Source: an optimization exercise on an open RTL-to-GDS flow (aim: small area and a short achievable clock period). Production flows keep margins and buffers that such runs may drop.
Only simulation tests tie the RTL to the original design; equivalence was not proved.
No activity file was given, so power comes from the tool's default toggle rates.

Design alu_top, start of the top module:
module alu_top(
    input             clk,
    input      [31:0] a,
    input      [31:0] b,
    input      [3:0]  opcode,
    input             cin,
    input             bin,
    input             en,
    output reg [31:0] sum,
    output reg [31:0] diff,
    output reg [31:0] result,
    output reg        cout,
    output reg        bout,
    output            zero,
    output            sign,
    output reg        carry,
    output reg        overflow,
    output            parity
);
Size in the first run: about 6000 cells after synthesis, ~200 flip-flops.
Settings: LEC_CHECK=0, ABC_AREA=1, CAP_MARGIN=20, CORE_MARGIN=2, CORE_UTILIZATION=65, PLACE_DENSITY=0.8, SLEW_MARGIN=20; clock period 125.0 ns.
standard.sh (not shown) runs the stock make flow with config.mk's settings and CLKGATE_MAP_FILE= SYNTH_SCRIPT=/design/flow/synth_recipe.tcl, a recipe that flattens the netlist after the stock synthesis.
==> flow/flow/run.sh <==
#!/bin/bash
# The standard layout (the standard.sh), except that up to clock-tree synthesis
# repair_timing aims for SETUP_SLACK_MARGIN ns of setup slack instead of 0, so it sizes the
# long divider paths even though they meet the 125 ns clock. Routing and the rest run as in
# the standard flow.
set -euo pipefail
bash standard.sh SETUP_SLACK_MARGIN=78 cts > orfs_make_cts.log 2>&1
bash standard.sh finish > orfs_make_finish.log 2>&1
The starting point ran to the end with no violations.
Then changed:
==> flow/run.sh (new file) <==
#!/bin/bash
# synth_recipe.tcl (not shown) runs the flow's synth.tcl, then flattens the netlist and writes it again
# the make line also repeats each setting of config.mk as NAME=value (left out here)
make -C /OpenROAD-flow-scripts/flow DESIGN_CONFIG=/design/flow/config.mk WORK_HOME=/design/flow/orfs CLKGATE_MAP_FILE= SYNTH_SCRIPT=/design/flow/synth_recipe.tcl finish
--- a/flow/config.mk
+++ b/flow/config.mk
@@ -9,5 +9,5 @@
 export CAP_MARGIN = 20
 export CORE_MARGIN = 2
-export CORE_UTILIZATION = 65
-export PLACE_DENSITY = 0.8
+export CORE_UTILIZATION = 55
+export PLACE_DENSITY = 0.7
 export SLEW_MARGIN = 20
removed: flow/flow/run.sh
removed: flow/standard.sh
After rerunning:
- synthesized area is unchanged
- clock skew came out lower by 5.2 ps
- synthesized cell count does not change
- worst setup slack loses 11000 ps
- non-clock buffer count came out lower by 27
- design area came out lower by 1.8%
- total power came out lower by 2.1%
- via count came out lower by 2.8%
- wire length barely changes
Then changed:
==> flow/flow/run.sh (new file) <==
#!/bin/bash
# The standard layout (the standard.sh), except that repair_timing aims for extra setup
# slack (SETUP_SLACK_MARGIN ns instead of 0): 80 ns up to clock-tree synthesis and 72 ns after
# global routing, so it sizes the long divider paths even though they meet the 125 ns clock.
set -euo pipefail
bash standard.sh SETUP_SLACK_MARGIN=80 cts > orfs_make_cts.log 2>&1
bash standard.sh SETUP_SLACK_MARGIN=72 grt > orfs_make_grt.log 2>&1
bash standard.sh finish > orfs_make_finish.log 2>&1
==> flow/standard.sh (new file) <==
#!/bin/bash
# synth_recipe.tcl (not shown) runs the flow's synth.tcl, then flattens the netlist and writes it again
# the make line also repeats each setting of config.mk as NAME=value (left out here)
make -C /OpenROAD-flow-scripts/flow DESIGN_CONFIG=/design/flow/config.mk WORK_HOME=/design/flow/orfs CLKGATE_MAP_FILE= SYNTH_SCRIPT=/design/flow/synth_recipe.tcl "${@:-finish}"
removed: flow/run.sh
Non-clock buffer count came out higher by 175.
Worst setup slack gets better by 13000 ps.
Utilization came out higher by 4.2 points.
Power came out higher by a few percent.
Global-route usage came out higher by 2.4 points.
Synthesized cell count is unchanged.
Critical path depth came out higher by 11.
Maximum frequency came out higher by a quarter to a third.
Sequential share of layout area came out lower by 0.61 points.
Then changed:
==> flow/flow/run.sh (replaced) <==
#!/bin/bash
# The standard layout (the standard.sh), except that up to clock-tree synthesis
# repair_timing aims for SETUP_SLACK_MARGIN ns of setup slack instead of 0, so it sizes the
# long divider paths even though they meet the 125 ns clock. Routing and the rest run as in
# the standard flow.
set -euo pipefail
bash standard.sh SETUP_SLACK_MARGIN=81 cts > orfs_make_cts.log 2>&1
bash standard.sh finish > orfs_make_finish.log 2>&1
Effect: The changed run completed with no timing, DRC or antenna violations. Cell area grows by 2.4%. Maximum frequency grows by 1.6%. Worst hold slack got worse by 17 ps. Power grows by 2.9%. Count of clock-buffer cells in the layout does not change. Wire length grows by 1.3%.
Then changed:
--- a/flow/flow/run.sh
+++ b/flow/flow/run.sh
@@ -5,4 +5,4 @@
 # the standard flow.
 set -euo pipefail
-bash standard.sh SETUP_SLACK_MARGIN=81 cts > orfs_make_cts.log 2>&1
+bash standard.sh SETUP_SLACK_MARGIN=86 cts > orfs_make_cts.log 2>&1
 bash standard.sh finish > orfs_make_finish.log 2>&1
=>
- combinational power is higher by about a fifth
- clock skew came out higher by 5.8 ps
- worst hold slack is worse by 14 ps
- via count went up by a few percent
- clock power grows by a few percent
- total power is higher by about a fifth
- worst setup slack improves by 360 ps
- sequential cell count stays the same
- utilization goes up by 5.7 points
- synthesized cell count is unchanged
Then changed:
--- a/flow/flow/run.sh
+++ b/flow/flow/run.sh
@@ -5,4 +5,4 @@
 # the standard flow.
 set -euo pipefail
-bash standard.sh SETUP_SLACK_MARGIN=86 cts > orfs_make_cts.log 2>&1
+bash standard.sh SETUP_SLACK_MARGIN=78 cts > orfs_make_cts.log 2>&1
 bash standard.sh finish > orfs_make_finish.log 2>&1
What happened:
- The new run completed with no timing, DRC or antenna violations
- flip-flop and latch count does not change
- area after synthesis stays the same
- combinational power went down by 24%

re-timing with driven ports:
How much do the figures lean on ideal ports? The routed layouts below were timed once more, with nothing changed but the port constraints.
Step 1 sets driving cells, clkbuf_16 on the clock port and buf_2 on the other inputs (assumed; they add their load-dependent delay and slew).
Step 2 times the ports against the registers' clock, not the clock port: input delays grow and output delays shrink by t, the midpoint of the rising clock arrivals with the driver on.
Three values: ideal, step 1, step 2; two values: the first two.
run	shift t [ns]	setup slack, ns	slew at the worst register clock pin (ns)	cell pins on the clock port's net
the first run	0.512	76.585 / 76.585 / 76.585	0.09 / 0.09	1
the second run	0.503	65.731 / 65.731 / 65.731	0.09 / 0.09	1
the third run	0.518	78.730 / 78.730 / 78.701	0.09 / 0.09	1
the fourth run	0.506	79.471 / 79.496 / 78.990	0.09 / 0.09	1
the fifth run	0.514	79.835 / 79.846 / 79.332	0.10 / 0.10	1
the sixth run	0.506	76.842 / 76.842 / 76.842	0.09 / 0.09	1
After both steps every run listed still meets setup and hold. For the fifth run, which loses most, drivers alone change the setup slack by +0.011 ns; drivers and shift together by -0.503 ns.
